This design comes from an exercise in tuning for small area on the open sky130 flow, not from production work. At most, simulation tests tie the RTL to the original design; equivalence was not proved. The RTL of runs 1 to 3 was laid out without a check of its function. The clock cells of run 7 come from the design's own scripts or RTL, not from TritonCTS. No driver is modelled on the clock port, so clock power and skew are understated where the tree is cut down; a real chip needs a root buffer or a tree. Power and IR drop assume default switching activity.

<file path="design/flow/config.mk">
export PLATFORM = sky130hd
export DESIGN_NAME = Nexys3fpga
export DESIGN_NICKNAME = Nexys3fpga
export VERILOG_FILES = /design/flow/design.v
export SDC_FILE = /design/flow/constraint.sdc
export NUM_CORES = 4
export LEC_CHECK = 0
export CAP_MARGIN = 20
export CORE_MARGIN = 2
export CORE_UTILIZATION = 85
export PLACE_DENSITY = 0.88
export SLEW_MARGIN = 20
</file>
<file path="design/flow/constraint.sdc">
create_clock -name core_clock -period 10.0 [get_ports {clk100}]
set_input_delay 2.0000 -clock core_clock [delete_from_list [all_inputs] [get_ports {clk100}]]
set_output_delay 2.0000 -clock core_clock [all_outputs]
set_load 0.01 [all_outputs]
</file>
<file path="design/flow/design.v">
`default_nettype none
module db_sw (input wire clk, input wire rst, input wire samp, input wire in, output reg out);
	reg oe;
	reg [1:0] r;
	wire d = in ^ oe;
	always @(posedge clk) begin
		out  <= oe & ~rst;
		oe   <= ~rst & (oe ^ (samp & d & r[1] & ~r[0]));
		r[1] <= ~rst & (samp ? d & r[0] : r[1]);
		r[0] <= ~rst & (samp ? d & ~r[1] : r[0]);
	end
endmodule
module db_btn (input wire clk, input wire rst, input wire samp, input wire apply, input wire in, output reg out);
	reg [2:0] j;
	wire d = in ^ out;
	wire due = j[2] & ~j[0] & (out ? ~j[1] : j[1]);
	wire flip = due & apply;
	always @(posedge clk) begin
		out  <= ~rst & (out ^ flip);
		j[0] <= ~rst & (samp ? d & ~j[2] : j[0]);
		j[1] <= ~rst & (samp ? d & j[0] : j[1] & ~flip);
		j[2] <= ~rst & (samp ? d & j[1] : j[2] & ~flip);
	end
endmodule
`default_nettype none
module glyph (input wire [3:0] c, output wire [6:0] g);
	assign g[0] = (c[3] & ~c[2]) | (~c[2] & c[1] & c[0]) | (c[3] & c[1] & ~c[0]);
	assign g[1] = (c[3] & ~c[1]) | (c[3] & c[2] & ~c[0]) | (c[2] & ~c[1] & ~c[0]) | (~c[3] & c[2] & c[1] & c[0]);
	assign g[2] = (c[3] & ~c[1]) | (~c[2] & c[1] & ~c[0]);
	assign g[3] = ~((~c[3] & ~c[1]) | (c[2] & c[0]) | (~c[3] & ~c[2] & ~c[0]));
	assign g[4] = (c[3]) | (c[2] & ~c[0]) | (~c[2] & c[0]);
	assign g[5] = (c[1] & ~c[0]) | (c[3] & ~c[0]) | (~c[3] & ~c[2] & c[0]);
	assign g[6] = (c[3] & ~c[0]) | (c[3] & ~c[1]) | (~c[2] & ~c[1] & ~c[0]) | (c[2] & c[1] & ~c[0]) | (~c[3] & ~c[2] & c[1] & c[0]);
endmodule
`default_nettype none
module dstep (input wire [3:0] h, input wire dn, output wire [3:0] t,
              output wire is0, output wire is5, output wire is9);
	assign t[0] = (~h[0]) | (~dn & h[1]) | (dn & ~h[3]);
	assign t[1] = (~h[1]) | (h[3]) | (~dn & ~h[0]) | (dn & h[0]);
	assign t[2] = (~dn & h[3]) | (dn & ~h[1] & ~h[0]);
	assign t[3] = (h[3]) | (dn & ~h[1] & ~h[0]) | (~dn & ~h[1] & h[0]);
	assign is0 = (~h[2] & ~h[1] & ~h[0]);
	assign is5 = (h[2] & ~h[1] & ~h[0]);
	assign is9 = (h[3] & h[2]);
endmodule
module dstep3 (input wire [1:0] h, input wire dn, output wire [1:0] t);
	assign t[0] = 1'b1;
	assign t[1] = (~dn & ~h[0]) | (dn & h[0]);
endmodule
module dcode3 (input wire [1:0] h, output wire is0, output wire is3);
	assign is0 = h == 2'b00;
	assign is3 = h == 2'b01;
endmodule
module dcodes (output wire [3:0] blank, output wire [3:0] seg_a, output wire [3:0] seg_b,
               output wire [3:0] seg_c, output wire [3:0] seg_f, output wire [3:0] eight,
               output wire [3:0] w05);
	assign blank = 4'b1000;
	assign seg_a = 4'b1100;
	assign seg_b = 4'b1010;
	assign seg_c = 4'b1110;
	assign seg_f = 4'b1001;
	assign eight = 4'b0101;
	assign w05 = 4'b0100;
endmodule
`default_nettype none
module Nexys3fpga (
	input 				clk100,
	input				rst,
	input				btnl, btnr,
	input				btnu, btnd,
	input				btns,
	input	[7:0]		sw,
	output	[7:0]		led,
	output 	[7:0]		seg,
	output	[3:0]		an
);
	reg [2:0] q;
	always @(posedge clk100) begin
		q[2] <= rst | q[1];
		q[1] <= ~rst & q[0];
		q[0] <= rst | (~q[2] & (~q[1] | q[0]));
	end
	wire samp = ~q[2] &  q[1] &  q[0];       
	wire c0   =  q[2] &  q[1] &  q[0];       
	wire c1   =  q[2] &  q[1] & ~q[0];       
	wire x0   =  q[2] & ~q[1] &  q[0];       
	wire s2   =  q[2] & ~q[1] & ~q[0];       
	wire s3   = ~q[2] & ~q[1] & ~q[0];       
	wire s4   = ~q[2] & ~q[1] &  q[0];       
	reg [3:0] ec;
	always @(posedge clk100) begin
		ec[3] <= rst | ec[2];
		ec[2] <= ~rst & ec[1];
		ec[1] <= rst | ec[0];
		ec[0] <= rst | (~ec[0] & ~ec[1] & ec[3]) | (~ec[2] & ~ec[3]);
	end
	wire t10_1 = ec[3] & ec[2] & ec[1];      
	wire b_s, b_l, b_u, b_r, b_d;
	genvar gi;
	generate for (gi = 0; gi < 8; gi = gi + 1) begin : SWD
		db_sw u (.clk(clk100), .rst(rst), .samp(samp), .in(sw[gi]), .out(led[gi]));
	end endgenerate
	db_btn UBS (.clk(clk100), .rst(rst), .samp(samp), .apply(1'b1), .in(btns), .out(b_s));
	db_btn UBL (.clk(clk100), .rst(rst), .samp(samp), .apply(~c0), .in(btnl), .out(b_l));
	db_btn UBU (.clk(clk100), .rst(rst), .samp(samp), .apply(~c0), .in(btnu), .out(b_u));
	db_btn UBR (.clk(clk100), .rst(rst), .samp(samp), .apply(~c0), .in(btnr), .out(b_r));
	db_btn UBD (.clk(clk100), .rst(rst), .samp(samp), .apply(~c0), .in(btnd), .out(b_d));
	reg rd, started;
	always @(posedge clk100) begin
		rd      <= ~rst & b_s;
		started <= ~rst & (started | b_s);
	end
	reg m_dn, m_up, m_fast;
	reg n_dn, n_up, n_fast;
	always @* begin
		case ({b_l, b_u, b_r, b_d})
			4'b1000, 4'b0001: {n_dn, n_up, n_fast} = 3'b100;
			4'b1001:          {n_dn, n_up, n_fast} = 3'b101;
			4'b0010, 4'b0100: {n_dn, n_up, n_fast} = 3'b010;
			4'b0110:          {n_dn, n_up, n_fast} = 3'b011;
			default:          {n_dn, n_up, n_fast} = 3'b000;
		endcase
	end
	always @(posedge clk100)
		if (rst || rd)
			{m_dn, m_up, m_fast} <= 3'b000;
		else if (c1)
			{m_dn, m_up, m_fast} <= {n_dn, n_up, n_fast};
	wire [3:0] K_BLANK, K_A, K_B, K_C, K_F, K_EIGHT, K_W05;
	dcodes DC (.blank(K_BLANK), .seg_a(K_A), .seg_b(K_B), .seg_c(K_C), .seg_f(K_F),
	           .eight(K_EIGHT), .w05(K_W05));
	reg [1:0] h3;
	reg [3:0] h2, h1;
	wire [3:0] t1, t2;
	wire h1is0, h1is9, h2is0, h2is5, h2is9;
	dstep S1 (.h(h1), .dn(m_dn), .t(t1), .is0(h1is0), .is5(), .is9(h1is9));
	dstep S2 (.h(h2), .dn(m_dn), .t(t2), .is0(h2is0), .is5(h2is5), .is9(h2is9));
	wire h3z, h3t;                               
	dcode3 D3 (.h(h3), .is0(h3z), .is3(h3t));
	wire step = (m_fast ? t10_1 : c1) & (m_dn | m_up);
	wire en2  = step & (m_dn ? h1is0 : h1is9);
	wire wrap = m_dn ? (h2is0 & h3z) : (h2is5 & h3t);    
	wire en3  = en2 & (m_dn ? h2is0 : (h2is9 | wrap));
	wire [3:0] m2 = wrap ? K_W05 : t2;           
	wire [1:0] m3;
	dstep3 S3 (.h(h3), .dn(m_dn), .t(m3));
	wire hr = rst | rd;
	always @(posedge clk100) begin
		h1 <= {4{~hr}} & (h1 ^ ({4{step}} & t1));
		h2 <= {4{~hr}} & (h2 ^ ({4{en2}} & m2));
		h3 <= {2{~hr}} & (h3 ^ ({2{en3}} & m3));
	end
	reg [1:0] di;
	wire adv = started ? c0 : samp;
	always @(posedge clk100)
		if (rst || b_s)
			di <= 2'd0;
		else if (adv)
			di <= {di[1] ^ di[0], ~di[0]};
	assign an = ~(4'b0001 << di);
	wire [2:0] G_BLANK = K_BLANK[2:0], G_A = K_A[2:0], G_B = K_B[2:0],
	           G_C = K_C[2:0], G_F = K_F[2:0];
	reg [2:0] mg, mg_n;
	always @* begin
		if (!started || rd)       mg_n = G_BLANK;
		else if (c0)              mg_n = G_F;                  
		else if (c1)              mg_n = di[0] ? G_C : G_F;    
		else if (s2 || s3)        mg_n = G_A;                  
		else                      mg_n = G_B;                  
	end
	always @(posedge clk100)
		mg <= mg_n;
	reg [3:0] cr;
	reg       dpr;
	always @(posedge clk100)
		if (rst) begin
			cr <= K_BLANK;  dpr <= 1'b1;         
		end else if (x0) begin
			cr <= K_EIGHT;  dpr <= 1'b0;         
		end else begin
			case (di)
				2'd0:    cr <= {1'b1, mg};
				2'd1:    cr <= h1;
				2'd2:    cr <= h2;
				default: cr <= {2'b00, h3};
			endcase
			dpr <= ~(di[1] & ~di[0]);
		end
	wire [6:0] gl;
	glyph GL (.c(cr), .g(gl));
	assign seg = {dpr, gl};
endmodule
`default_nettype wire
</file>
<file path="design/flow/flow/run.sh">
#!/bin/bash
# The standard layout (standard.sh: the standard flow's config.mk, ORFS's own steps and
# synthesis script) with different arguments for three ORFS steps:
#  - synthesis leaves adders to abc (ADDER_MAP_FILE empty): Yosys's adder
#    extraction otherwise turns 2-input decodes into half-adder cells whose
#    sum output is unused.  Registers are untouched by this.
#  - port buffers use the smallest buffer, sky130_fd_sc_hd__buf_1 (every
#    input and output port still gets its own buffer);
#  - clock tree synthesis adds no dummy loads to balance the tree.
# Each tool's output is in the ORFS logs under orfs/logs/; make's output
# goes to standard.log.
set -euo pipefail
export ADDER_MAP_FILE=
export BUFFER_PORTS_ARGS="-buffer_cell sky130_fd_sc_hd__buf_1"
export CTS_ARGS="-sink_clustering_enable -repair_clock_nets -buf_list sky130_fd_sc_hd__clkbuf_8 -dont_use_dummy_load -sink_clustering_size 25 -sink_clustering_max_diameter 100"
bash standard.sh finish > standard.log 2>&1
</file>
<file path="design/flow/standard.sh">
#!/bin/bash
# synth_recipe.tcl (not shown) runs the flow's synth.tcl, then flattens the netlist and writes it again
# the make line also repeats each setting of config.mk as NAME=value (left out here)
make -C /OpenROAD-flow-scripts/flow DESIGN_CONFIG=/design/flow/config.mk WORK_HOME=/design/flow/orfs CLKGATE_MAP_FILE= SYNTH_SCRIPT=/design/flow/synth_recipe.tcl "${@:-finish}"
</file>
==> results.cfg, run 1 <==
[worst_setup_path]
arrival_ps = 1660
path_delay_family = flip-flops
rr_endpoint = h3[1]
r2r-start = m_dn
worstSetupStartpointType = register
cp-end-kind = output pin
reg2regPathDepth = 5
worst_path_max_delay_cell = dfxtp_1
rrSetupSlack_ps = 7640
critPathKind = reg2out
crit_chain = inv_1, or3_1, nand3_1, o31ai_1, o21ai_0, buf_1
required_ps = 8000
max_stage_delay_ps = 450
crit_fanout = 8
critPathBufInv = 2

[layout]
antenna_cells = 0
fin_nets = 464
multiInputGateArea_um2 = 1870
syn_to_final_growth_pct = 3.40
layout-drive-gt1-share = 0.0626
layout.cells.non_filler = 499
fillers = 190
fin_util = 0.906
final-seq-area_um2 = 1680

[drt]
route.vias.total = 3244
remaining_drc_errors = 0
wl_mm = 9.06
dr.pass1.iters = 5
via_per_inst = 6.50
drt-initial-drc-count = 425
wl_per_cell_um = 18.2
ant_nets = 0

[power]
power.density_nw_per_um2 = 146
ir_drop_v = 0.000118
leakagePower_uw = 0.00132

[cts]
cts_inserted_buffers = 9
ctsResizeCount = 0
tritoncts = yes
cts_setup_buffers = 0
cts.sinks = 84
htree_levels = 3
clkLatencyLatePin_ps = 360
root_buffer = clkbuf_8
clk_pin_slew_worst_paths_ps = 80
ctsHoldBuffers = 0
clock_path_buffers = 2

[synth]
synth-simple-area-share = 0.229
yosysSeqAreaShare = 0.444
synth_edf_count = 0
syn_area_per_cell_um2 = 8.57
yosysWarnings = 3
synth.most_common_cell = dfxtp_1
synth_top_family_by_area = simple AND/OR/NAND/NOR gates
synth_commonest_cells = dfxtp_1, nor2_1, a21oi_1
synth_ff_type = dfxtp_1
synthAdderAreaFrac = 0
yosys-top-cells-area = dfxtp_1, nor2_1, mux2i_1
yosysTopAreaCellShare = 0.444
synth_mux_area_frac = 0.0565
synthCells = 442
yosysTopAreaCell = dfxtp_1
synth_xor_area_frac = 0.0508
async_flop_share = 0
synth_cell_types = 51
ys_ff_latch = 84
synth_area_um2 = 3790
synthesis.nets = 457
synth_compound_area_frac = 0.158

[global_route]
grt_use_met3 = 0.0613
grt_pass1_vias = 3121
grt_max_degree = 72
gr-usage-met1 = 0.384
grt_pass1_wl_mm = 14.5
gr-total-overflow = 0
grt.total_usage = 0.370
grt_busiest_layer = met2
antenna_found_initial = 0
met2_usage = 0.684

[min_path]
holdCritStartpoint = ec[2]
worstHoldPathType = reg2reg
worstHoldEndpoint = ec[3]
whs_path_depth = 1

[placed_design]
portBuffers = 34
dp_hpwl_mm = 5.36
post-place-cells = 490
place_congestion = 0.794

[sta]
clock_skew_ps = 20.8
final.min_clock_period_ps = 3660
rsz0062_at_grt = no
max_freq_mhz = 273
maxSlewViolCount = 0
setup-tns-final_ps = 0
finalCritPeriodShare = 0.366
whs_ps = 468
worst_slew_pin_slew_ps = 672
setup_viol = 0
hold_viol = 0
worst_slew_margin_rel = 0.552

[floorplanning]
fp.dieW_um = 70.8
coreArea_um2 = 4320
die-area_um2 = 5010
io_pins = 35
start_util = 0.876
rows = 24
die_h_um = 70.8

[outcome]
outcome = no timing/DRC/antenna violations

[job]
maxCapViolations = 0
[layer usage]
| layer | vias up | wire length (um) |
|---|---|---|
| li1 | 1510 | - |
| met1 | 1493 | 3320 |
| met2 | 178 | 4610 |
| met3 | 63 | 566 |
| met4 | 0 | 565 |
| met5 | - | 0 |
[cells by family (layout without fill, tap and decap cells)]
| group | Yosys count | in the layout |
|---|---|---|
| XOR/XNOR | 22 | 22 |
| AND/OR/NAND/NOR | 175 | 175 |
| multiplexers | 20 | 20 |
| AO/OA/AOI/OAI | 93 | 93 |
| flip-flops | 84 | 84 |
| buffers and inverters | 48 | 53 |
[stage by stage]
| stage | worst slack, ps | total power (uW) | area (um^2) |
|---|---|---|---|
| floorplan | 6910 | 380 | 3790 |
| detailed placement | 6540 | 390 | 3790 |
| CTS | 6370 | 569 | 3920 |
| global route | 6210 | 582 | 3920 |
| finish | 6340 | 573 | 3920 |
| global placement | 6620 | 388 | 3790 |
[layout by cell type (no fill, tap or decap), types with 3 or more instances in the layout]
cell and count:
buf_1 33, clkbuf_8 9, nor3b_1 8, nor3_1 12, o31ai_1 3, nand2_1 25, a21oi_1 30, xor2_1 3
o21ai_0 15, or2_2 6, mux2i_1 18, a22oi_1 13, nor2_1 79, xnor2_1 19, a211oi_1 3, nand3_1 4
nand2b_1 4, o211ai_1 12, inv_1 8, or3_1 8, dfxtp_1 84, nor2b_1 14
[registers in the layout, indices dropped and copies added, names as in the netlist, 2 cells and up]
| signal | cells |
|---|---|
| h3 | 2 |
| UBR.j | 3 |
| UBU.j | 3 |
| SWD.u.oe | 8 |
| di | 2 |
| SWD.u.out | 8 |
| UBL.j | 3 |
| UBD.j | 3 |
| UBS.j | 3 |
| ec | 4 |
| mg | 3 |
| h2 | 4 |
| cr | 4 |
| h1 | 4 |
| SWD.u.r | 16 |
| q | 3 |
[final cells by class]
type | count | share of cell area
repair buffers | 36 | 0.0367
flip-flops and latches | 84 | 0.429
inverters | 8 | 0.00766
clock buffers | 9 | 0.0316
well taps | 52 | 0.0166
multi-input cells | 310 | 0.478
[report_power, final]
group | switching [uW] | total, uW | internal, uW | leakage [uW]
clock | 107 | 188 | 80.5 | 0.0000647
combinational | 23.8 | 37.6 | 13.8 | 0.000577
sequential | 7.66 | 348 | 340 | 0.000680
total | 139 | 573 | 434 | 0.00132
[worst max-delay path by stage]
stage	from	to	slack, ps	depth (start not counted)
floorplan	rst	h2[3]	6910	5
detailed placement	rst	h2[3]	6540	5
CTS	cr[0]	seg[6]	6370	6
global placement	rst	h2[3]	6620	5
global route	cr[0]	seg[6]	6210	6
finish	cr[0]	seg[6]	6340	6
==> run 2: changes to the inputs <==
--- a/design/flow/flow/run.sh
+++ b/design/flow/flow/run.sh
@@ -14,3 +14,3 @@
 export BUFFER_PORTS_ARGS="-buffer_cell sky130_fd_sc_hd__buf_1"
-export CTS_ARGS="-sink_clustering_enable -repair_clock_nets -buf_list sky130_fd_sc_hd__clkbuf_8 -dont_use_dummy_load -sink_clustering_size 25 -sink_clustering_max_diameter 100"
+export CTS_ARGS="-repair_clock_nets -buf_list sky130_fd_sc_hd__clkbuf_16 -dont_use_dummy_load"
 bash standard.sh finish > standard.log 2>&1
==> run 2 against run 1 <==
Net effect:
- still clean on timing, DRC and antenna
- first-iteration DRC count is 15% higher
- count of clock-buffer cells in the layout stayed put
- sequential share of layout area is 1.1 points lower
- power is 16% higher
- non-clock buffer count stayed put
- largest cell class unchanged
==> results.cfg, run 2 <==
[floorplanning]
fp.dieW_um = 70.8
die_h_um = 70.8
start_util = 0.876
rows = 24
die-area_um2 = 5010
io_pins = 35
coreArea_um2 = 4320

[synth]
yosys-top-cells-area = dfxtp_1, nor2_1, mux2i_1
yosysTopAreaCellShare = 0.444
yosysTopAreaCell = dfxtp_1
synth_commonest_cells = dfxtp_1, nor2_1, a21oi_1
yosysWarnings = 3
yosysSeqAreaShare = 0.444
synth_area_um2 = 3790
synthesis.nets = 457
synth.most_common_cell = dfxtp_1
synth_edf_count = 0
ys_ff_latch = 84
syn_area_per_cell_um2 = 8.57
synthCells = 442
async_flop_share = 0
synth_ff_type = dfxtp_1
synth_cell_types = 51

[global_route]
antenna_found_initial = 0
grt_pass1_wl_mm = 17.1
grt.total_usage = 0.439
grt_pass1_vias = 3411
grt_max_degree = 72
gr-total-overflow = 0

[layout]
fillers = 153
final_cell_mix = dfxtp_1, nor2_1, buf_1, a21oi_1, nand2_1
layout-drive-gt1-share = 0.0626
reg.largest.list = SWD.u.r x16, SWD.u.oe x8, SWD.u.out x8
mostFrequentLayoutCell = dfxtp_1
fin_nets = 464
largest_reg_flops = 16
syn_to_final_growth_pct = 6.07
antenna_cells = 0
largest_register = SWD.u.r

[worst_setup_path]
worstSetupStartpointType = register
crit_start = cr[0]
required_ps = 8000
critPathKind = reg2out
crit_fanout = 8
r2r-start = m_dn
cp-end-kind = output pin
arrival_ps = 1620

[power]
leakagePower_uw = 0.00137
ir_drop_v = 0.000201
power.density_nw_per_um2 = 166

[cts]
root_buffer = clkbuf_16
cts_inserted_buffers = 9
ctsResizeCount = 0
ctsHoldBuffers = 0
cts.sinks = 84
htree_levels = 3
tritoncts = yes
clk_pin_slew_worst_paths_ps = 60
clkLatencyLatePin_ps = 330
clock_path_buffers = 2
cts_setup_buffers = 0

[job]
maxCapViolations = 0

[sta]
setup_viol = 0
rsz0062_at_grt = no
maxSlewViolCount = 0
max_freq_mhz = 277
whs_ps = 486
worst_slew_margin_rel = 0.522
finalCritPeriodShare = 0.362
worst_slew_pin_slew_ps = 717
final.min_clock_period_ps = 3620
setup-tns-final_ps = 0
hold_viol = 0
clock_skew_ps = 13.8

[drt]
drt-initial-drc-count = 489
remaining_drc_errors = 0
route.vias.total = 3499
dr.pass1.iters = 7
wl_mm = 10.7
via_per_inst = 7.01
ant_nets = 0
wl_per_cell_um = 21.5

[placed_design]
portBuffers = 34
place_congestion = 0.794
dp_hpwl_mm = 5.36

[min_path]
holdCritStartpoint = ec[0]
worstHoldPathType = reg2reg

[outcome]
outcome = no timing/DRC/antenna violations
## run 2: cell count changes in the layout (fill, tap and decap cells not counted)
cell and delta:
clkbuf_16 +9, clkbuf_8 -9
## run 2: layout make-up
class / count / area, um^2 / share of cell area
multi-input combinational: 310 / 1870 / 0.466
clock buffer: 9 / 225 / 0.0560
tap: 52 / 65.1 / 0.0162
sequential: 84 / 1680 / 0.418
inverter: 8 / 30.0 / 0.00747
timing repair buffer: 36 / 144 / 0.0358
## run 2: critical path, cell delays in order (launching register included)
cell and delay (ps):
dfxtp_1 430, inv_1 130, or3_1 340, nand3_1 90, o31ai_1 60, o21ai_0 70, buf_1 160
## run 2: path summary, 6_finish.rpt
check                               to  cells past startpoint  slack (ps)
worst max-delay path            seg[6]                      6        6380
worst min-delay path             ec[1]                      1         490
worst max register to register   h3[1]                      5        7600
worst min register to register   ec[1]                      1         490
## run 2: per-layer routing
layer / vias up / global-route usage / wire length, um
li1: 1518 / - / -
met1: 1597 / 0.482 / 3810
met2: 291 / 0.756 / 5210
met3: 93 / 0.0997 / 912
met4: 0 / 0.296 / 785
met5: - / 0 / 0
## run 2: report_power, final
| group | internal [uW] | total [uW] | switching, uW |
|---|---|---|---|
| combinational | 13.8 | 39.4 | 25.6 |
| clock | 158 | 279 | 121 |
| sequential | 340 | 348 | 8.00 |
## run 2: logic make-up after synthesis
logic type,after synthesis,share of synthesized area
multiplexers,20,0.0565
XOR/XNOR,22,0.0508
AO/OA/AOI/OAI,93,0.158
buffers and inverters,48,0.0617
AND/OR/NAND/NOR,175,0.229
flip-flops,84,0.444
## run 2: stage by stage
stage	cell area, um^2	utilization	instances	total power [uW]	setup slack (ps)
after global routing	4020	0.930	499	677	6240
after CTS	4020	0.930	499	662	6400
final	4020	0.930	499	666	6380
after floorplan	3790	-	442	380	6910
after global placement	3790	0.878	490	388	6620
after detailed placement	3790	0.878	490	390	6540
==> run 3: changes to the inputs <==
--- a/design/flow/flow/run.sh
+++ b/design/flow/flow/run.sh
@@ -14,3 +14,3 @@
 export BUFFER_PORTS_ARGS="-buffer_cell sky130_fd_sc_hd__buf_1"
-export CTS_ARGS="-repair_clock_nets -buf_list sky130_fd_sc_hd__clkbuf_16 -dont_use_dummy_load"
+export CTS_ARGS="-sink_clustering_enable -repair_clock_nets -buf_list sky130_fd_sc_hd__clkbuf_16 -dont_use_dummy_load -sink_clustering_size 50 -sink_clustering_max_diameter 300"
 bash standard.sh finish > standard.log 2>&1
==> run 3 against run 2 <==
Net effect:
- final area unchanged
- via count unchanged
- clock power is essentially flat
- combinational power about the same
- sequential share of layout area unchanged
- power is the same
- setup slack stayed put
- die area unchanged
- synthesized cell count did not move
- clock skew is the same
- largest cell class unchanged
- largest power group unchanged
==> results.cfg, run 3 <==
[worst_setup_path]
arrival_ps = 1620
cp-end-kind = output pin
r2r-start = m_dn
reg2regPathDepth = 5
required_ps = 8000
rr_endpoint = h3[1]
rrSetupSlack_ps = 7600
crit_fanout = 8
critPathKind = reg2out
worstSetupStartpointType = register

[floorplanning]
fp.dieW_um = 70.8
start_util = 0.876
die-area_um2 = 5010
rows = 24
coreArea_um2 = 4320
die_h_um = 70.8
io_pins = 35

[sta]
worst_slew_margin_rel = 0.522
setup-tns-final_ps = 0
clock_skew_ps = 13.8
worst_slew_pin_slew_ps = 717
finalCritPeriodShare = 0.362
maxSlewViolCount = 0
setup_viol = 0
rsz0062_at_grt = no
hold_viol = 0
whs_ps = 486
final.min_clock_period_ps = 3620
max_freq_mhz = 277

[drt]
via_per_inst = 7.01
wl_per_cell_um = 21.5
remaining_drc_errors = 0
drt-initial-drc-count = 489
dr.pass1.iters = 7
wl_mm = 10.7
route.vias.total = 3499
ant_nets = 0

[synth]
synth_edf_count = 0
yosysWarnings = 3
ys_ff_latch = 84
yosysSeqAreaShare = 0.444
yosys-top-cells-area = dfxtp_1, nor2_1, mux2i_1
syn_area_per_cell_um2 = 8.57
yosysTopAreaCellShare = 0.444
synthCells = 442
synth_cell_types = 51
synth_commonest_cells = dfxtp_1, nor2_1, a21oi_1
synth.most_common_cell = dfxtp_1
async_flop_share = 0
synthesis.nets = 457
synth_area_um2 = 3790
yosysTopAreaCell = dfxtp_1
synth_ff_type = dfxtp_1

[placed_design]
portBuffers = 34
post-place-cells = 490
place_congestion = 0.794
dp_hpwl_mm = 5.36

[layout]
reg.largest.list = SWD.u.r x16, SWD.u.oe x8, SWD.u.out x8
final_cell_mix = dfxtp_1, nor2_1, buf_1, a21oi_1, nand2_1
largest_register = SWD.u.r
layout.cells.non_filler = 499
fin_nets = 464
largest_reg_flops = 16
syn_to_final_growth_pct = 6.07
mostFrequentLayoutCell = dfxtp_1
layout-drive-gt1-share = 0.0626
antenna_cells = 0
fillers = 153

[cts]
cts.sinks = 84
cts_setup_buffers = 0
clkLatencyLatePin_ps = 330
root_buffer = clkbuf_16
htree_levels = 3
clk_pin_slew_worst_paths_ps = 60
tritoncts = yes
clock_path_buffers = 2
ctsHoldBuffers = 0
ctsResizeCount = 0
cts_inserted_buffers = 9

[global_route]
grt_pass1_vias = 3411
grt_use_met3 = 0.0997
gr-total-overflow = 0
grt_max_degree = 72
gr-usage-met1 = 0.482
met2_usage = 0.756
grt.total_usage = 0.439
antenna_found_initial = 0
grt_pass1_wl_mm = 17.1
grt_busiest_layer = met2

[power]
power_frac_seq = 0.523
power.density_nw_per_um2 = 166
clockPowerShare = 0.418
swShare = 0.231
ir_drop_v = 0.000201
switchingPower_uw = 154
power_frac_comb = 0.059
finalPower_uw = 666
leakagePower_uw = 0.00137
internal_power_uw = 512

[job]
maxCapViolations = 0

[outcome]
outcome = no timing/DRC/antenna violations

[min_path]
holdCritStartpoint = ec[0]
worstHoldPathType = reg2reg
whs_path_depth = 1
worstHoldEndpoint = ec[1]
==> run 3: kinds of logic after synthesis <==
group / Yosys count / share of synthesized area
mux: 20 / 0.0565
compound gates: 93 / 0.158
buf+inv: 48 / 0.0617
flops: 84 / 0.444
xor+xnor: 22 / 0.0508
simple gates: 175 / 0.229
==> run 3: metal layers <==
metal,share of wire,up-vias
met1,0.36,1597
met5,0,-
li1,-,1518
met3,0.085,93
met4,0.073,0
met2,0.49,291
==> run 3: area by class of cell <==
cell class                 instances  area [um^2]  share of cell area
multi-input combinational        310         1870               0.466
sequential                        84         1680               0.418
clock buffer                       9          225              0.0560
timing repair buffer              36          144              0.0358
tap                               52         65.1              0.0162
inverter                           8         30.0             0.00747
==> run 3: how the worst max path moves through the flow <==
| stage | slack (ps) | from | cells past startpoint | end |
|---|---|---|---|---|
| final | 6380 | cr[0] | 6 | seg[6] |
| after global routing | 6240 | cr[0] | 6 | seg[6] |
| after CTS | 6400 | cr[0] | 6 | seg[6] |
| after detailed placement | 6540 | rst | 5 | h2[3] |
| after global placement | 6620 | rst | 5 | h2[3] |
| after floorplan | 6910 | rst | 5 | h2[3] |
==> run 3: stage by stage <==
step | util | cell area, um^2 | worst slack [ps]
after floorplan | - | 3790 | 6910
after global placement | 0.878 | 3790 | 6620
after detailed placement | 0.878 | 3790 | 6540
after CTS | 0.930 | 4020 | 6400
after global routing | 0.930 | 4020 | 6240
final | 0.930 | 4020 | 6380
==> run 3: critical path: stages (launching register included) <==
cell     delay, ps
dfxtp_1        430
inv_1          130
or3_1          340
nand3_1         90
o31ai_1         60
o21ai_0         70
buf_1          160
==> run 3: power groups by stage <==
stage | clock (uW) | combinational, uW | sequential, uW
3_3_place_gp | 0 | 33.8 | 354
3_5_place_dp | 0 | 35.7 | 354
6_report | 279 | 39.4 | 348
4_1_cts | 276 | 38.1 | 348
2_1_floorplan | 0 | 29.3 | 351
5_1_grt | 286 | 42.0 | 349
==> run 4: changes to the inputs <==
--- a/design/flow/design.v
+++ b/design/flow/design.v
@@ -26,9 +26,9 @@
 module glyph (input wire [3:0] c, output wire [6:0] g);
-	assign g[0] = (c[3] & ~c[2]) | (~c[2] & c[1] & c[0]) | (c[3] & c[1] & ~c[0]);
-	assign g[1] = (c[3] & ~c[1]) | (c[3] & c[2] & ~c[0]) | (c[2] & ~c[1] & ~c[0]) | (~c[3] & c[2] & c[1] & c[0]);
-	assign g[2] = (c[3] & ~c[1]) | (~c[2] & c[1] & ~c[0]);
-	assign g[3] = ~((~c[3] & ~c[1]) | (c[2] & c[0]) | (~c[3] & ~c[2] & ~c[0]));
-	assign g[4] = (c[3]) | (c[2] & ~c[0]) | (~c[2] & c[0]);
-	assign g[5] = (c[1] & ~c[0]) | (c[3] & ~c[0]) | (~c[3] & ~c[2] & c[0]);
-	assign g[6] = (c[3] & ~c[0]) | (c[3] & ~c[1]) | (~c[2] & ~c[1] & ~c[0]) | (c[2] & c[1] & ~c[0]) | (~c[3] & ~c[2] & c[1] & c[0]);
+	assign g[0] = ~((~c[3] & ~c[0]) | (~c[3] & ~c[1]) | (c[2] & ~c[1] & ~c[0]) | (c[2] & c[1] & c[0]));
+	assign g[1] = (c[3] & ~c[1]) | (c[2] & ~c[1] & ~c[0]) | (~c[3] & c[2] & c[1] & c[0]);
+	assign g[2] = (c[3] & ~c[0]) | (c[3] & c[2] & ~c[1]) | (~c[2] & c[1] & ~c[0]);
+	assign g[3] = (c[3] & ~c[1]) | (~c[2] & c[1] & c[0]) | (c[2] & c[1] & ~c[0]);
+	assign g[4] = (c[3]) | (~c[2] & c[0]) | (c[2] & ~c[0]);
+	assign g[5] = ~((c[2] & c[0]) | (c[3] & c[1] & c[0]) | (~c[3] & ~c[1] & ~c[0]));
+	assign g[6] = (c[3] & ~c[1]) | (~c[2] & ~c[1] & ~c[0]) | (c[2] & c[1] & ~c[0]) | (~c[3] & ~c[2] & c[1] & c[0]);
 endmodule
@@ -40,3 +40,3 @@
 	assign t[2] = (~dn & h[3]) | (dn & ~h[1] & ~h[0]);
-	assign t[3] = (h[3]) | (dn & ~h[1] & ~h[0]) | (~dn & ~h[1] & h[0]);
+	assign t[3] = (h[3]) | (~dn & ~h[1] & h[0]) | (dn & ~h[1] & ~h[0]);
 	assign is0 = (~h[2] & ~h[1] & ~h[0]);
@@ -58,5 +58,5 @@
 	assign seg_a = 4'b1100;
-	assign seg_b = 4'b1010;
-	assign seg_c = 4'b1110;
-	assign seg_f = 4'b1001;
+	assign seg_b = 4'b1110;
+	assign seg_c = 4'b1001;
+	assign seg_f = 4'b1101;
 	assign eight = 4'b0101;
@@ -110,3 +110,3 @@
 		rd      <= ~rst & b_s;
-		started <= ~rst & (started | b_s);
+		started <= ~rst & (started | rd);
 	end
@@ -155,3 +155,3 @@
 	always @(posedge clk100)
-		if (rst || b_s)
+		if (rst || rd)
 			di <= 2'd0;
@@ -159,15 +159,17 @@
 			di <= {di[1] ^ di[0], ~di[0]};
-	assign an = ~(4'b0001 << di);
+	assign an = rd ? 4'b1110 : ~(4'b0001 << di);
+	wire [1:0] sel = rd ? 2'd0 : di;             
+	reg rd2;
+	always @(posedge clk100)
+		rd2 <= ~rst & rd;
 	wire [2:0] G_BLANK = K_BLANK[2:0], G_A = K_A[2:0], G_B = K_B[2:0],
 	           G_C = K_C[2:0], G_F = K_F[2:0];
-	reg [2:0] mg, mg_n;
+	reg [2:0] mg;
 	always @* begin
-		if (!started || rd)       mg_n = G_BLANK;
-		else if (c0)              mg_n = G_F;                  
-		else if (c1)              mg_n = di[0] ? G_C : G_F;    
-		else if (s2 || s3)        mg_n = G_A;                  
-		else                      mg_n = G_B;                  
+		if (rd && !rd2)               mg = !started ? G_BLANK : di[0] ? G_C : G_F;
+		else if (!started || rd || rd2) mg = G_BLANK;
+		else if (c1 || s2)            mg = G_F;
+		else if (s3 || s4)            mg = G_A;
+		else                          mg = G_B;
 	end
-	always @(posedge clk100)
-		mg <= mg_n;
 	reg [3:0] cr;
@@ -180,3 +182,3 @@
 		end else begin
-			case (di)
+			case (sel)
 				2'd0:    cr <= {1'b1, mg};
@@ -186,3 +188,3 @@
 			endcase
-			dpr <= ~(di[1] & ~di[0]);
+			dpr <= ~(sel[1] & ~sel[0]);
 		end
--- a/design/flow/flow/run.sh
+++ b/design/flow/flow/run.sh
@@ -14,3 +14,3 @@
 export BUFFER_PORTS_ARGS="-buffer_cell sky130_fd_sc_hd__buf_1"
-export CTS_ARGS="-sink_clustering_enable -repair_clock_nets -buf_list sky130_fd_sc_hd__clkbuf_16 -dont_use_dummy_load -sink_clustering_size 50 -sink_clustering_max_diameter 300"
+export CTS_ARGS="-sink_clustering_enable -repair_clock_nets -buf_list sky130_fd_sc_hd__clkbuf_8 -dont_use_dummy_load -sink_clustering_size 30 -sink_clustering_max_diameter 200 -sink_buffer_max_cap_derate 1.0"
 bash standard.sh finish > standard.log 2>&1
==> run 4 against run 3 <==
Net effect:
- final cell count up 1.8%
- highest routed layer unchanged
- register-to-register slack better by 100 ps
- via count down 9.3%
- clock skew up 1.1 ps
- utilization down 2.6 points
- sequential cell count down 2
- combinational power down 3%
- still clean on timing, DRC and antenna
==> results.cfg, run 4 <==
[outcome]
outcome = no timing/DRC/antenna violations

[placed_design]
post-place-cells = 499
portBuffers = 34
place_congestion = 0.852
dp_hpwl_mm = 4.98

[cts]
cts.sinks = 82
ctsHoldBuffers = 0
root_buffer = clkbuf_8
cts_inserted_buffers = 9
clkLatencyLatePin_ps = 350
clk_pin_slew_worst_paths_ps = 70
clock_path_buffers = 2
htree_levels = 3
tritoncts = yes
cts_setup_buffers = 0
ctsResizeCount = 0

[synth]
synthesis.nets = 468
synth.most_common_cell = dfxtp_1
yosysSeqAreaShare = 0.434
yosysWarnings = 3
syn_area_per_cell_um2 = 8.34
async_flop_share = 0
yosysTopAreaCellShare = 0.434
synth_cell_types = 52
yosysTopAreaCell = dfxtp_1
ys_ff_latch = 82
synth_edf_count = 0
synthCells = 453
yosys-top-cells-area = dfxtp_1, nor2_1, xnor2_1
synth_commonest_cells = dfxtp_1, nor2_1, a21oi_1
synth_ff_type = dfxtp_1
synth_area_um2 = 3780

[power]
switchingPower_uw = 131
ir_drop_v = 0.000121
internal_power_uw = 426
clockPowerShare = 0.322
power.density_nw_per_um2 = 143
power_frac_comb = 0.069
power_frac_seq = 0.609
swShare = 0.235
leakagePower_uw = 0.00139
finalPower_uw = 557

[min_path]
worstHoldPathType = reg2reg

[sta]
worst_slew_pin_slew_ps = 962
setup-tns-final_ps = 0
finalCritPeriodShare = 0.361
maxSlewViolCount = 0
final.min_clock_period_ps = 3610
hold_viol = 0
setup_viol = 0
max_freq_mhz = 277
clock_skew_ps = 14.9
rsz0062_at_grt = no
worst_slew_margin_rel = 0.359

[floorplanning]
coreArea_um2 = 4320
start_util = 0.874
rows = 24
die-area_um2 = 4990
die_h_um = 70.7
fp.dieW_um = 70.7
io_pins = 35

[global_route]
grt_pass1_vias = 2883
grt_pass1_wl_mm = 13.2
grt_max_degree = 70
grt.total_usage = 0.336
antenna_found_initial = 0
gr-total-overflow = 0

[drt]
route.vias.total = 3173
via_per_inst = 6.25
remaining_drc_errors = 0
dr.pass1.iters = 5
wl_per_cell_um = 16.0
drt-initial-drc-count = 289
ant_nets = 0
wl_mm = 8.13

[worst_setup_path]
worst_path_max_delay_cell = dfxtp_1
critPathBufInv = 2
required_ps = 8000
arrival_ps = 1610
crit_chain = inv_1, or3_1, buf_1
crit_fanout = 12
worstSetupStartpointType = register
cp-end-kind = output pin
max_stage_delay_ps = 600
critPathKind = reg2out
path_delay_family = flip-flops

[layout]
layout.cells.non_filler = 508
syn_to_final_growth_pct = 3.41
largest_reg_flops = 16
mostFrequentLayoutCell = dfxtp_1
fillers = 204
layout-drive-gt1-share = 0.0439
final_cell_mix = dfxtp_1, nor2_1, a21oi_1, nand2_1, buf_1
antenna_cells = 0
fin_nets = 473
reg.largest.list = SWD.u.r x16, SWD.u.oe x8, SWD.u.out x8
largest_register = SWD.u.r

[job]
maxCapViolations = 0
==> run 4: cell count changes in the layout (fill, tap and decap cells not counted), moves of 8 or more <==
cell	previous run	this run
nor3b_1	8	0
a21oi_1	30	38
nand3b_1	1	10
nand2_1	25	34
clkbuf_16	9	0
clkbuf_8	0	9
==> run 4: final timing paths <==
path | start | end | slack, ps | cells after the start
hold / removal | UBU.j[0] | UBU.j[1] | 470 | 2
setup reg to reg | q[0] | UBS.j[1] | 7700 | 4
setup / recovery | di[0] | an[1] | 6390 | 3
hold reg to reg | UBU.j[0] | UBU.j[1] | 470 | 2
==> run 4: metal layers <==
| metal | wire, um | vias to the layer above | GRT usage |
|---|---|---|---|
| met5 | 0 | - | 0 |
| met3 | 346 | 32 | 0.0484 |
| met4 | 351 | 0 | 0.195 |
| met1 | 3300 | 1487 | 0.388 |
| li1 | - | 1542 | - |
| met2 | 4130 | 112 | 0.593 |
==> run 4: power groups by stage <==
stage	combinational (uW)	sequential [uW]	clock, uW
floorplan	30.7	342	0
global placement	35.1	346	0
detailed placement	37.0	347	0
CTS	37.9	339	181
global route	42.1	340	192
finish	38.3	339	180
==> run 4: kinds of logic (layout without fill, tap and decap cells) <==
logic type,count (synthesis),count (layout),synth area share
AO/OA/AOI/OAI,96,96,0.163
XOR/XNOR,27,27,0.0626
buffers and inverters,46,49,0.0570
flip-flops,82,82,0.434
multiplexers,18,18,0.0480
AND/OR/NAND/NOR,184,184,0.235
==> run 4: area by class of cell <==
cell class | count | area [um^2] | area share
Tap cell | 52 | 65.1 | 0.0167
Multi-Input combinational cell | 325 | 1920 | 0.492
Sequential cell | 82 | 1640 | 0.420
Timing Repair Buffer | 35 | 136 | 0.0349
Clock buffer | 9 | 124 | 0.0317
Inverter | 5 | 18.8 | 0.00480
==> run 4: worst min-delay path, delay by kind of cell, from the launching register on <==
family	cells	cell delay, ps
AO/OA/AOI/OAI	1	50
flip-flops	1	320
AND/OR/NAND/NOR	1	60
==> run 4: metrics by stage <==
| stage | cell area, um^2 | hold WS, ps | utilization | setup slack, ps |
|---|---|---|---|---|
| floorplan | 3780 | 415 | - | 6910 |
| global placement | 3780 | 425 | 0.875 | 6590 |
| detailed placement | 3780 | 456 | 0.875 | 6570 |
| CTS | 3910 | 473 | 0.904 | 6420 |
| global route | 3910 | 496 | 0.904 | 6270 |
| finish | 3910 | 472 | 0.904 | 6390 |
==> run 5: changes to the inputs <==
--- a/design/flow/flow/run.sh
+++ b/design/flow/flow/run.sh
@@ -14,3 +14,3 @@
 export BUFFER_PORTS_ARGS="-buffer_cell sky130_fd_sc_hd__buf_1"
-export CTS_ARGS="-sink_clustering_enable -repair_clock_nets -buf_list sky130_fd_sc_hd__clkbuf_8 -dont_use_dummy_load -sink_clustering_size 30 -sink_clustering_max_diameter 200 -sink_buffer_max_cap_derate 1.0"
+export CTS_ARGS="-sink_clustering_enable -repair_clock_nets -buf_list sky130_fd_sc_hd__clkbuf_8 -dont_use_dummy_load"
 bash standard.sh finish > standard.log 2>&1
==> run 5 against run 4 <==
Net effect:
- highest routed layer unchanged
- combinational power hardly changed
- non-clock buffer count stayed put
- clock power hardly changed
- critical path depth stayed put
- sequential share of layout area stayed put
- setup slack stayed put
- die area stayed put
- fmax stayed put
- still clean
- sequential cell count stayed put
- register-to-register slack hardly changed
==> results.cfg, run 5 <==
[worst_setup_path]
rrSetupSlack_ps = 7700
r2r-start = q[0]
max_stage_delay_ps = 600
worst_path_max_delay_cell = dfxtp_1
reg2regPathDepth = 4
crit_chain = inv_1, or3_1, buf_1
crit_fanout = 12
cp-end-kind = output pin
worstSetupStartpointType = register
arrival_ps = 1610
critPathBufInv = 2
critPathKind = reg2out
required_ps = 8000
path_delay_family = flip-flops
rr_endpoint = UBS.j[1]

[power]
clockPowerShare = 0.322
power_frac_seq = 0.609
swShare = 0.235
power_frac_comb = 0.069
internal_power_uw = 426
ir_drop_v = 0.000121
leakagePower_uw = 0.00139
switchingPower_uw = 131
power.density_nw_per_um2 = 143

[sta]
clock_skew_ps = 14.9
rsz0062_at_grt = no
worst_slew_margin_rel = 0.359
finalCritPeriodShare = 0.361
setup_viol = 0
hold_viol = 0
final.min_clock_period_ps = 3610
setup-tns-final_ps = 0
max_freq_mhz = 277
whs_ps = 472
worst_slew_pin_slew_ps = 962
maxSlewViolCount = 0

[layout]
mostFrequentLayoutCell = dfxtp_1
fin_nets = 473
syn_to_final_growth_pct = 3.41
final_cell_mix = dfxtp_1, nor2_1, a21oi_1, nand2_1, buf_1
largest_reg_flops = 16
reg.largest.list = SWD.u.r x16, SWD.u.oe x8, SWD.u.out x8
layout-drive-gt1-share = 0.0439
antenna_cells = 0
largest_register = SWD.u.r
fillers = 204

[global_route]
grt_pass1_wl_mm = 13.2
grt_max_degree = 70
antenna_found_initial = 0
grt.total_usage = 0.336
gr-total-overflow = 0
grt_pass1_vias = 2883

[synth]
syn_area_per_cell_um2 = 8.34
synth_ff_type = dfxtp_1
synthesis.nets = 468
yosysWarnings = 3
yosysSeqAreaShare = 0.434
yosys-top-cells-area = dfxtp_1, nor2_1, xnor2_1
synth_mux_area_frac = 0.0480
synth-simple-area-share = 0.235
synthCells = 453
synth_edf_count = 0
synth_compound_area_frac = 0.163
ys_ff_latch = 82
synth_area_um2 = 3780
yosysTopAreaCellShare = 0.434
synthAdderAreaFrac = 0
synth_xor_area_frac = 0.0626
async_flop_share = 0
synth_cell_types = 52
synth_top_family_by_area = simple AND/OR/NAND/NOR gates
synth.most_common_cell = dfxtp_1
synth_commonest_cells = dfxtp_1, nor2_1, a21oi_1
yosysTopAreaCell = dfxtp_1

[placed_design]
place_congestion = 0.852
portBuffers = 34
dp_hpwl_mm = 4.98

[cts]
root_buffer = clkbuf_8
ctsHoldBuffers = 0
clkLatencyLatePin_ps = 350
cts_inserted_buffers = 9
htree_levels = 3
clk_pin_slew_worst_paths_ps = 70
tritoncts = yes
clock_path_buffers = 2
ctsResizeCount = 0
cts_setup_buffers = 0
cts.sinks = 82

[drt]
wl_per_cell_um = 16.0
remaining_drc_errors = 0
ant_nets = 0
drt-initial-drc-count = 289
route.vias.total = 3173
via_per_inst = 6.25
dr.pass1.iters = 5
wl_mm = 8.13

[floorplanning]
die-area_um2 = 4990
die_h_um = 70.7
fp.dieW_um = 70.7
rows = 24
coreArea_um2 = 4320
io_pins = 35
start_util = 0.874

[job]
maxCapViolations = 0

[outcome]
outcome = no timing/DRC/antenna violations

[min_path]
whs_path_depth = 2
holdCritStartpoint = UBU.j[0]
worstHoldPathType = reg2reg
worstHoldEndpoint = UBU.j[1]
[run 5: cell counts after synthesis]
Identical to the previous run, type by type.
[run 5: per-layer routing]
metal | global-route usage | vias to the layer above | routed length [um]
met2 | 0.593 | 112 | 4130
li1 | - | 1542 | -
met3 | 0.0484 | 32 | 346
met1 | 0.388 | 1487 | 3300
met4 | 0.195 | 0 | 351
met5 | 0 | - | 0
[run 5: metrics by stage]
stage / std cells / utilization / instance area (um^2) / power [uW] / setup slack (ps)
2_1_floorplan: 453 / - / 3780 / 373 / 6910
3_3_place_gp: 499 / 0.875 / 3780 / 381 / 6590
3_5_place_dp: 499 / 0.875 / 3780 / 384 / 6570
4_1_cts: 508 / 0.904 / 3910 / 558 / 6420
5_1_grt: 508 / 0.904 / 3910 / 574 / 6270
6_report: 508 / 0.904 / 3910 / 557 / 6390
[run 5: layout make-up]
cell class | instances | area (um^2) | area share
Multi-Input combinational cell | 325 | 1920 | 0.492
Tap cell | 52 | 65.1 | 0.0167
Sequential cell | 82 | 1640 | 0.420
Clock buffer | 9 | 124 | 0.0317
Inverter | 5 | 18.8 | 0.00480
Timing Repair Buffer | 35 | 136 | 0.0349
[run 5: kinds of logic after synthesis]
kind of cell              Yosys count
AOI/OAI and AO/OA                  96
xor gates and xnor gates           27
buffers and inverters              46
DFF                                82
muxes                              18
and+or+nand+nor                   184
[run 5: power groups by stage]
| stage | Clock, uW | Combinational (uW) | Sequential (uW) |
|---|---|---|---|
| after floorplan | 0 | 30.7 | 342 |
| after global placement | 0 | 35.1 | 346 |
| after detailed placement | 0 | 37.0 | 347 |
| after CTS | 181 | 37.9 | 339 |
| after global routing | 192 | 42.1 | 340 |
| final | 180 | 38.3 | 339 |
[run 5: worst max-delay path by stage]
stage               startpoint  slack (ps)  depth (start not counted)  endpoint
global route             cr[0]        6270                          5    seg[6]
finish                   di[0]        6390                          3     an[1]
floorplan                cr[1]        6910                          5    seg[6]
CTS                      di[0]        6420                          3     an[1]
global placement           rst        6590                          5     h2[3]
detailed placement         rst        6570                          5     h2[3]
[run 5: worst reg2reg max path, stage by stage (launching register included)]
cell and delay (ps):
dfxtp_1 390, nand2_1 250, or2_2 790, a21oi_1 240, a2111oi_0 480
==> run 6: changes to the inputs <==
--- a/design/flow/flow/run.sh
+++ b/design/flow/flow/run.sh
@@ -14,3 +14,3 @@
 export BUFFER_PORTS_ARGS="-buffer_cell sky130_fd_sc_hd__buf_1"
-export CTS_ARGS="-sink_clustering_enable -repair_clock_nets -buf_list sky130_fd_sc_hd__clkbuf_8 -dont_use_dummy_load"
+export CTS_ARGS="-sink_clustering_enable -repair_clock_nets -buf_list sky130_fd_sc_hd__clkbuf_8 -dont_use_dummy_load -sink_clustering_size 30 -sink_clustering_max_diameter 200 -sink_clustering_levels 1"
 bash standard.sh finish > standard.log 2>&1
==> run 6 against run 5 <==
Net effect:
- critical endpoint unchanged
- setup slack is the same
- final area is the same
- clock power is essentially flat
- worst hold slack is the same
- utilization is the same
- combinational power is essentially flat
- critical path depth is the same
- sequential cell count is the same
- via count is the same
- fmax is the same
- register-to-register slack is essentially flat
- power is the same
- largest cell class unchanged
==> results.cfg, run 6 <==
[outcome]
outcome = no timing/DRC/antenna violations

[synth]
yosysTopAreaCellShare = 0.434
synth_cell_types = 52
syn_area_per_cell_um2 = 8.34
async_flop_share = 0
yosys-top-cells-area = dfxtp_1, nor2_1, xnor2_1
synth.most_common_cell = dfxtp_1
synth_ff_type = dfxtp_1
yosysTopAreaCell = dfxtp_1
synth_commonest_cells = dfxtp_1, nor2_1, a21oi_1
synth_area_um2 = 3780
synthCells = 453
yosysSeqAreaShare = 0.434
ys_ff_latch = 82
synthesis.nets = 468
synth_edf_count = 0
yosysWarnings = 3

[sta]
worst_slack_ps = 6390
setup_viol = 0
clock_skew_ps = 14.9
finalCritPeriodShare = 0.361
hold_viol = 0
final.min_clock_period_ps = 3610
setup-tns-final_ps = 0
maxSlewViolCount = 0
max_freq_mhz = 277
rsz0062_at_grt = no
worst_slew_pin_slew_ps = 962
worst_slew_margin_rel = 0.359

[cts]
ctsResizeCount = 0
clock_path_buffers = 2
root_buffer = clkbuf_8
cts_inserted_buffers = 9
clkLatencyLatePin_ps = 350
clk_pin_slew_worst_paths_ps = 70
tritoncts = yes
cts_setup_buffers = 0
ctsHoldBuffers = 0
cts.sinks = 82
htree_levels = 3

[layout]
fillers = 204
fin_nets = 473
largest_register = SWD.u.r
antenna_cells = 0
largest_reg_flops = 16
layout-drive-gt1-share = 0.0439
mostFrequentLayoutCell = dfxtp_1
reg.largest.list = SWD.u.r x16, SWD.u.oe x8, SWD.u.out x8
syn_to_final_growth_pct = 3.41
final_cell_mix = dfxtp_1, nor2_1, a21oi_1, nand2_1, buf_1
layout.cells.non_filler = 508

[power]
power_frac_comb = 0.069
swShare = 0.235
power.density_nw_per_um2 = 143
ir_drop_v = 0.000121
leakagePower_uw = 0.00139
finalPower_uw = 557
power_frac_seq = 0.609
clockPowerShare = 0.322
internal_power_uw = 426
switchingPower_uw = 131

[drt]
remaining_drc_errors = 0
via_per_inst = 6.25
wl_mm = 8.13
drt-initial-drc-count = 289
wl_per_cell_um = 16.0
ant_nets = 0
dr.pass1.iters = 5
route.vias.total = 3173

[worst_setup_path]
arrival_ps = 1610
crit_end = an[1]
worstSetupStartpointType = register
crit_start = di[0]
worst_path_max_delay_cell = dfxtp_1
cp-end-kind = output pin
rr_endpoint = UBS.j[1]
rrSetupSlack_ps = 7700
max_stage_delay_ps = 600
path_delay_family = flip-flops
crit_fanout = 12
cp_num_cells = 3
crit_chain = inv_1, or3_1, buf_1
critPathKind = reg2out
reg2regPathDepth = 4
required_ps = 8000
r2r-start = q[0]
critPathBufInv = 2

[placed_design]
place_congestion = 0.852
post-place-cells = 499
portBuffers = 34
dp_hpwl_mm = 4.98
dp_slack_ps = 6570

[global_route]
grt.total_usage = 0.336
antenna_found_initial = 0
grt_pass1_vias = 2883
grt_max_degree = 70
grt_pass1_wl_mm = 13.2
gr-total-overflow = 0

[floorplanning]
fp.dieW_um = 70.7
rows = 24
coreArea_um2 = 4320
start_util = 0.874
io_pins = 35
die-area_um2 = 4990
die_h_um = 70.7

[job]
maxCapViolations = 0

[min_path]
worstHoldPathType = reg2reg
## run 6: cell counts after synthesis
Identical to the previous run, type by type.
## run 6: routing by layer
layer / share of wire / vias to the layer above / wire, um / GRT usage
met5: 0 / - / 0 / 0
met1: 0.41 / 1487 / 3300 / 0.388
met4: 0.043 / 0 / 351 / 0.195
li1: - / 1542 / - / -
met2: 0.51 / 112 / 4130 / 0.593
met3: 0.043 / 32 / 346 / 0.0484
## run 6: final cells by class
cell class,count,area [um^2],area share
Multi-Input combinational cell,325,1920,0.492
Sequential cell,82,1640,0.420
Timing Repair Buffer,35,136,0.0349
Clock buffer,9,124,0.0317
Tap cell,52,65.1,0.0167
Inverter,5,18.8,0.00480
## run 6: worst min-delay path by stage
stage	startpoint	end	cells after the start
detailed placement	ec[0]	ec[1]	1
global placement	ec[0]	ec[1]	1
global route	ec[2]	ec[3]	1
CTS	UBU.j[0]	UBU.j[1]	2
floorplan	ec[0]	ec[1]	1
finish	UBU.j[0]	UBU.j[1]	2
## run 6: kinds of logic (layout without fill, tap and decap cells)
family,after synthesis,in the layout,share of synthesized area
and+or+nand+nor,184,184,0.235
AOI/OAI and AO/OA,96,96,0.163
DFF,82,82,0.434
buffers and inverters,46,49,0.0570
xor gates and xnor gates,27,27,0.0626
muxes,18,18,0.0480
## run 6: power groups by stage
| stage | sequential [uW] | combinational, uW | clock [uW] |
|---|---|---|---|
| finish | 339 | 38.3 | 180 |
| global route | 340 | 42.1 | 192 |
| CTS | 339 | 37.9 | 181 |
| detailed placement | 347 | 37.0 | 0 |
| global placement | 346 | 35.1 | 0 |
| floorplan | 342 | 30.7 | 0 |
## run 6: metrics by stage
stage	utilization	cell area (um^2)	hold slack, ps
finish	0.904	3910	472
global route	0.904	3910	496
detailed placement	0.875	3780	456
floorplan	-	3780	415
CTS	0.904	3910	473
global placement	0.875	3780	425
## run 6: worst min-delay path: stages (launching register included)
cell and delay, ps:
dfxtp_1 320, nand2_1 60, a21oi_1 50
==> run 7: changes to the inputs <==
--- a/design/flow/flow/run.sh
+++ b/design/flow/flow/run.sh
@@ -14,3 +14,6 @@
 export BUFFER_PORTS_ARGS="-buffer_cell sky130_fd_sc_hd__buf_1"
-export CTS_ARGS="-sink_clustering_enable -repair_clock_nets -buf_list sky130_fd_sc_hd__clkbuf_8 -dont_use_dummy_load -sink_clustering_size 30 -sink_clustering_max_diameter 200 -sink_clustering_levels 1"
+export PRE_CTS_TCL="$PWD/flow/clock_buffers.tcl"
+export MY_CLOCK_PORT=clk100
+export MY_CLKBUF_CELL=sky130_fd_sc_hd__clkbuf_8
+export MY_CLKBUF_COUNT=4
 bash standard.sh finish > standard.log 2>&1
==> design/flow/flow/clock_buffers.tcl (new file) <==
set ::my_nbuf $::env(MY_CLKBUF_COUNT)
set ::my_buf $::env(MY_CLKBUF_CELL)
rename clock_tree_synthesis orfs_clock_tree_synthesis
proc clock_tree_synthesis { args } {
  set block [ord::get_db_block]
  set db [ord::get_db]
  set port [$block findBTerm $::env(MY_CLOCK_PORT)]
  set net [$port getNet]
  set master [$db findMaster $::my_buf]
  set sinks {}
  foreach it [$net getITerms] {
    set inst [$it getInst]
    set bb [$inst getBBox]
    lappend sinks [list $it [expr {([$bb xMin] + [$bb xMax]) / 2.0}] [expr {([$bb yMin] + [$bb yMax]) / 2.0}]]
  }
  set n [llength $sinks]
  set k $::my_nbuf
  # k-means on the register locations, started from sinks spread along x
  set sorted [lsort -real -index 1 $sinks]
  set cent {}
  for {set i 0} {$i < $k} {incr i} {
    set s [lindex $sorted [expr {int(($i + 0.5) * $n / $k)}]]
    lappend cent [list [lindex $s 1] [lindex $s 2]]
  }
  for {set iter 0} {$iter < 50} {incr iter} {
    set groups {}
    for {set i 0} {$i < $k} {incr i} { lappend groups {} }
    foreach s $sinks {
      set best 0; set bd 1e30
      for {set i 0} {$i < $k} {incr i} {
        set c [lindex $cent $i]
        set d [expr {abs([lindex $s 1] - [lindex $c 0]) + abs([lindex $s 2] - [lindex $c 1])}]
        if {$d < $bd} { set bd $d; set best $i }
      }
      lset groups $best [concat [lindex $groups $best] [list $s]]
    }
    set cent {}
    foreach g $groups {
      set sx 0.0; set sy 0.0
      foreach s $g { set sx [expr {$sx + [lindex $s 1]}]; set sy [expr {$sy + [lindex $s 2]}] }
      set m [expr {max(1, [llength $g])}]
      lappend cent [list [expr {$sx / $m}] [expr {$sy / $m}]]
    }
  }
  set i 0
  foreach g $groups c $cent {
    if {[llength $g] == 0} { continue }
    set inst [odb::dbInst_create $block $master "clkbuf_reg_$i"]
    set onet [odb::dbNet_create $block "clknet_reg_$i"]
    $onet setSigType CLOCK
    [$inst findITerm A] connect $net
    [$inst findITerm X] connect $onet
    foreach s $g {
      set it [lindex $s 0]
      $it disconnect
      $it connect $onet
    }
    $inst setLocation [expr {int([lindex $c 0])}] [expr {int([lindex $c 1])}]
    $inst setPlacementStatus PLACED
    puts "clock buffer clkbuf_reg_$i ($::my_buf) drives [llength $g] registers"
    incr i
  }
  $net setSigType CLOCK
  set_propagated_clock [all_clocks]
}
==> run 7 against run 6 <==
Net effect:
- still clean
- global-route usage down 5.5 points
- worst hold slack improved by 8.8 ps
- clock power shrank 37%
- setup slack improved by 190 ps
==> results.cfg, run 7 <==
[job]
maxCapViolations = 0

[sta]
finalCritPeriodShare = 0.341
rsz0062_at_grt = no
clock_skew_ps = 19.4
maxSlewViolCount = 0
worst_slew_pin_slew_ps = 945
max_freq_mhz = 293
setup_viol = 0
worst_slew_margin_rel = 0.370
worst_slack_ps = 6590
setup-tns-final_ps = 0
final.min_clock_period_ps = 3410
hold_viol = 0

[placed_design]
place_congestion = 0.852
post-place-cells = 499
portBuffers = 34
dp_hpwl_mm = 4.98
dp_slack_ps = 6570

[power]
power.density_nw_per_um2 = 128
ir_drop_v = 0.000130
leakagePower_uw = 0.00135

[drt]
remaining_drc_errors = 0
wl_mm = 7.10
ant_nets = 0
dr.pass1.iters = 5
wl_per_cell_um = 14.1
drt-initial-drc-count = 249
route.vias.total = 2995
via_per_inst = 5.95

[floorplanning]
die-area_um2 = 4990
coreArea_um2 = 4320
io_pins = 35
start_util = 0.874
fp.dieW_um = 70.7
die_h_um = 70.7
rows = 24

[synth]
synthCells = 453
synth_edf_count = 0
yosysTopAreaCell = dfxtp_1
synth_cell_types = 52
synthesis.nets = 468
yosysWarnings = 3
synth_area_um2 = 3780
yosysSeqAreaShare = 0.434
ys_ff_latch = 82
synth.most_common_cell = dfxtp_1
yosysTopAreaCellShare = 0.434
async_flop_share = 0
synth_ff_type = dfxtp_1
yosys-top-cells-area = dfxtp_1, nor2_1, xnor2_1
syn_area_per_cell_um2 = 8.34
synth_commonest_cells = dfxtp_1, nor2_1, a21oi_1

[layout]
fin_nets = 468
largest_register = SWD.u.r
antenna_cells = 0
mostFrequentLayoutCell = dfxtp_1
reg.largest.list = SWD.u.r x16, SWD.u.oe x8, SWD.u.out x8
layout.cells.non_filler = 503
final_cell_mix = dfxtp_1, nor2_1, a21oi_1, nand2_1, buf_1
syn_to_final_growth_pct = 1.59
layout-drive-gt1-share = 0.0333
fillers = 226
final-seq-area_um2 = 1640
largest_reg_flops = 16
multiInputGateArea_um2 = 1920

[worst_setup_path]
max_stage_delay_ps = 600
worstSetupStartpointType = register
required_ps = 8000
path_delay_family = flip-flops
crit_fanout = 12
arrival_ps = 1410
worst_path_max_delay_cell = dfxtp_1
critPathKind = reg2out
crit_chain = inv_1, or3_1, buf_1
cp-end-kind = output pin
critPathBufInv = 2

[min_path]
worstHoldPathType = reg2reg

[cts]
clkLatencyLatePin_ps = 170
clk_pin_slew_worst_paths_ps = 120
ctsHoldBuffers = 0
cts_setup_buffers = 0
ctsResizeCount = 0

[outcome]
outcome = no timing/DRC/antenna violations

[global_route]
grt.total_usage = 0.281
grt_max_degree = 70
grt_pass1_wl_mm = 11.9
gr-total-overflow = 0
antenna_found_initial = 0
grt_pass1_vias = 2792
==> run 7: changes by cell type in the layout (fill, tap and decap cells not counted) <==
cell	previous run	this run
clkbuf_8	9	4
==> run 7: area by class of cell <==
| cell class | instances | area share |
|---|---|---|
| multi-input combinational | 325 | 0.501 |
| sequential | 82 | 0.428 |
| timing repair buffer | 35 | 0.0355 |
| tap | 52 | 0.0169 |
| buffer | 4 | 0.0143 |
| inverter | 5 | 0.00489 |
==> run 7: worst paths after layout <==
path	from	to	slack (ps)	depth (start not counted)
setup / recovery	di[0]	an[1]	6590	3
hold / removal	UBU.j[0]	UBU.j[1]	480	2
setup reg to reg	m_dn	h2[2]	7790	5
hold reg to reg	UBU.j[0]	UBU.j[1]	480	2
==> run 7: worst reg2reg max path, stage by stage, from the launching register on <==
cell and delay [ps]:
dfxtp_1 720, or4b_1 490, o21ai_1 130, or3b_4 440, a21oi_1 190, mux2i_1 190
==> run 7: power by group <==
part	internal, uW	total (uW)	switching (uW)
Combinational	14.0	37.3	23.3
Sequential	332	339	7.11
Clock	37.5	114	76.3
==> run 7: kinds of logic (layout without fill, tap and decap cells) <==
group,Yosys count,in the layout,synth area share
AND/OR/NAND/NOR,184,184,0.235
flip-flops,82,82,0.434
buffers and inverters,46,44,0.0570
XOR/XNOR,27,27,0.0626
AO/OA/AOI/OAI,96,96,0.163
multiplexers,18,18,0.0480
==> run 7: metal layers <==
layer / wire [um] / GRT usage / vias to the layer above
li1: - / - / 1537
met1: 3060 / 0.344 / 1365
met2: 3570 / 0.520 / 78
met3: 277 / 0.0285 / 15
met4: 187 / 0.0922 / 0
met5: 0 / 0 / -
==> run 7: through the flow <==
stage | hold slack (ps) | util | total power [uW] | area [um^2]
finish | 480 | 0.888 | 490 | 3840
global route | 502 | 0.888 | 507 | 3840
CTS | 480 | 0.888 | 491 | 3840
detailed placement | 456 | 0.875 | 384 | 3780
global placement | 425 | 0.875 | 381 | 3780
floorplan | 415 | - | 373 | 3780
==> run 8: changes to the inputs <==
--- a/design/flow/config.mk
+++ b/design/flow/config.mk
@@ -9,4 +9,4 @@
 export CORE_MARGIN = 2
-export CORE_UTILIZATION = 85
-export PLACE_DENSITY = 0.88
+export CORE_UTILIZATION = 90
+export PLACE_DENSITY = 0.92
 export SLEW_MARGIN = 20
==> run 8 against run 7 <==
Net effect:
- the run now fails in global placement without I/O
- synthesized cell count unchanged
- area after synthesis stayed put
==> results.cfg, run 8 <==
[synth]
synth_edf_count = 0
synthCells = 453
synthesis.nets = 468
yosysTopAreaCell = dfxtp_1
yosys-top-cells-area = dfxtp_1, nor2_1, xnor2_1
yosysWarnings = 3
yosysSeqAreaShare = 0.434
synth_cell_types = 52
async_flop_share = 0
synth_ff_type = dfxtp_1
syn_area_per_cell_um2 = 8.34
yosysTopAreaCellShare = 0.434
synth_area_um2 = 3780
synth.most_common_cell = dfxtp_1
ys_ff_latch = 82
synth_commonest_cells = dfxtp_1, nor2_1, a21oi_1

[floorplanning]
die_h_um = 68.8
fp.dieW_um = 68.8
start_util = 0.938
rows = 23

[outcome]
outcome = did not finish
stop_error = [ERROR GPL-0301] Utilization 104.869 % exceeds 100%.
flow.stopped_at = global placement without I/O
run 8: logic make-up after synthesis:
kind of cell | after synthesis | share of synthesized area
XOR/XNOR | 27 | 0.0626
multiplexers | 18 | 0.0480
buffers and inverters | 46 | 0.0570
AND/OR/NAND/NOR | 184 | 0.235
AO/OA/AOI/OAI | 96 | 0.163
flip-flops | 82 | 0.434

## static timing again, ports no longer ideal
The results above use ideal ports. As a check the final layouts listed here were re-extracted and re-timed, cells and wires unchanged.
Step 1, drivers: a clkbuf_16 drives clk100 and a buf_2 each remaining input, both assumed.
Step 2 also shifts input and output timing later by t, the mid clock arrival at the registers, as if the neighbouring blocks saw the same clock.
Slacks: ideal ports / drivers / drivers and shift; pairs: ideal ports / drivers.
run | t (ns) | slack for setup (ns) | worst setup path at the end | clock arrival spread, ns | pins driven straight from the clock port
run 1 | 0.379 | 6.342 / 6.315 / 6.517 | input to register | 0.022 / 0.022 | 1
run 2 | 0.361 | 6.384 / 6.350 / 6.449 | input to register | 0.013 / 0.014 | 1
run 3 | 0.361 | 6.384 / 6.350 / 6.449 | input to register | 0.013 / 0.014 | 1
run 4 | 0.374 | 6.395 / 6.366 / 6.538 | input to register | 0.015 / 0.015 | 1
run 5 | 0.374 | 6.395 / 6.366 / 6.538 | input to register | 0.015 / 0.015 | 1
run 6 | 0.374 | 6.395 / 6.366 / 6.538 | input to register | 0.015 / 0.015 | 1
run 7 | 0.221 | 6.586 / 6.528 / 6.533 | input to register | 0.019 / 0.019 | 4
After both steps setup and hold are still met in every run listed. The setup slack of run 7, which loses most, moves by -0.058 ns with the drivers and by -0.053 ns with both steps.
